From an optimization exercise on the open Yosys and OpenROAD flow, aimed at small area, a short achievable clock period and few clock cycles per item; shortcuts taken in it are not production practice.

==> module s_box, before the edit <==
module s_box (
    input [3:0] i_sb, output reg [3:0] o_sb
);
    always @(*)
        case (i_sb)
            4'h0: o_sb = 4'hE; 4'h1: o_sb = 4'h4; 4'h2: o_sb = 4'hB; 4'h3: o_sb = 4'h1;
            4'h4: o_sb = 4'h7; 4'h5: o_sb = 4'h9; 4'h6: o_sb = 4'hC; 4'h7: o_sb = 4'hA;
            4'h8: o_sb = 4'hD; 4'h9: o_sb = 4'h2; 4'hA: o_sb = 4'h0; 4'hB: o_sb = 4'hF;
            4'hC: o_sb = 4'h8; 4'hD: o_sb = 4'h5; 4'hE: o_sb = 4'h3; default: o_sb = 4'h6;
        endcase
endmodule
==> flow/config.mk <==
export PLATFORM = sky130hd
export DESIGN_NAME = boron_enc
export DESIGN_NICKNAME = boron_enc
export VERILOG_FILES = /design/flow/design.v
export SDC_FILE = /design/flow/constraint.sdc
export NUM_CORES = 4
export LEC_CHECK = 0
export CAP_MARGIN = 20
export CORE_MARGIN = 2
export CORE_UTILIZATION = 40
export SLEW_MARGIN = 20
==> flow/constraint.sdc <==
create_clock -name core_clock -period 5.0 [get_ports {clk}]
set_input_delay 1.0000 -clock core_clock [delete_from_list [all_inputs] [get_ports {clk}]]
set_output_delay 1.0000 -clock core_clock [all_outputs]
set_load 0.01 [all_outputs]
run.sh (not shown) runs the stock make flow with config.mk's settings and CLKGATE_MAP_FILE= SYNTH_SCRIPT=/design/flow/synth_recipe.tcl, a recipe that flattens the netlist after the stock synthesis.
Rerun with:
--- a/flow/design.v
+++ b/flow/design.v
@@ -1,16 +1,18 @@
 module s_box (
-    input [3:0] i_sb, output reg [3:0] o_sb
+    input [3:0] i_sb, output [3:0] o_sb
 );
-    always @(*)
-        case (i_sb)
-            4'h0: o_sb = 4'hE; 4'h1: o_sb = 4'h4; 4'h2: o_sb = 4'hB; 4'h3: o_sb = 4'h1;
-            4'h4: o_sb = 4'h7; 4'h5: o_sb = 4'h9; 4'h6: o_sb = 4'hC; 4'h7: o_sb = 4'hA;
-            4'h8: o_sb = 4'hD; 4'h9: o_sb = 4'h2; 4'hA: o_sb = 4'h0; 4'hB: o_sb = 4'hF;
-            4'hC: o_sb = 4'h8; 4'hD: o_sb = 4'h5; 4'hE: o_sb = 4'h3; default: o_sb = 4'h6;
-        endcase
+    assign o_sb[0] = (!i_sb[3]&!i_sb[2]&i_sb[1]) | (!i_sb[2]&i_sb[1]&i_sb[0]) 
+    | (!i_sb[3]&i_sb[2]&!i_sb[1]) | (i_sb[2]&!i_sb[1]&i_sb[0]) | 
+    (i_sb[3]&!i_sb[2]&!i_sb[1]&!i_sb[0]) | (i_sb[3]&i_sb[2]&i_sb[1]&!i_sb[0]);
+    assign o_sb[1] = (!i_sb[3]&!i_sb[2]&!i_sb[0]) | (!i_sb[3]&!i_sb[1]&!i_sb[0]) | (i_sb[2]&i_sb[1]&i_sb[0]) 
+| (i_sb[3]&!i_sb[2]&i_sb[0]) | (i_sb[3]&i_sb[2]&i_sb[1]);
+    assign o_sb[2] = (!i_sb[3]&!i_sb[2]&!i_sb[1]) | (!i_sb[2]&!i_sb[1]&!i_sb[0]) | (!i_sb[3]&i_sb[2]&!i_sb[0]) 
+| (i_sb[3]&i_sb[1]&i_sb[0]) | (i_sb[3]&i_sb[2]&i_sb[0]);
+    assign o_sb[3] = (!i_sb[3]&!i_sb[2]&!i_sb[0]) | (!i_sb[3]&i_sb[1]&!i_sb[0]) | (!i_sb[3]&i_sb[2]&i_sb[0]) 
+| (i_sb[3]&!i_sb[1]&!i_sb[0]) | (i_sb[3]&!i_sb[2]&i_sb[1]&i_sb[0]);
 endmodule
 module block_shuffle (
     input [15:0] i_bs, output [15:0] o_bs
 );
     assign o_bs = {i_bs[7:4], i_bs[3:0], i_bs[15:12], i_bs[11:8]};
 endmodule
Final area decreases by roughly a tenth.
Non-clock buffer count decreases by 11.
Global-route usage increases by 2.3 points.
Register-to-register slack is better by 0.63 ns.
Hold slack is better by 0.0081 ns.
Clock-buffer cell count decreases by 20.
Critical path depth decreases by 4.
Worst setup slack is better by 0.63 ns.
No run of this note included a check of the RTL's function; only the layout flow was run.

-- static timing again, ports no longer ideal --
The results above use ideal ports. As a check the final layouts listed here were re-extracted and re-timed, cells and wires unchanged. Step 1 sets driving cells, clkbuf_16 on the clock port and buf_2 on the other inputs (assumed; they add their load-dependent delay and slew). Step 2 moves the port delays by t, midway between the first and last clock arrival at a register: inputs arrive t later, outputs are due t later. That takes back most of the time a late clock gives input paths. Slacks: ideal ports / drivers / drivers and shift; pairs: ideal ports / drivers.
run | t, ns | setup WS [ns] | worst setup path at the end
the first run | 0.587 | 0.445 / 0.445 / 0.273 | input to register
the second run | 0.489 | 1.072 / 1.072 / 0.984 | input to register
After both steps setup and hold are still met in every run listed. The setup slack of the first run, which loses most, moves by 0.000 ns with the drivers and by -0.172 ns with both steps.
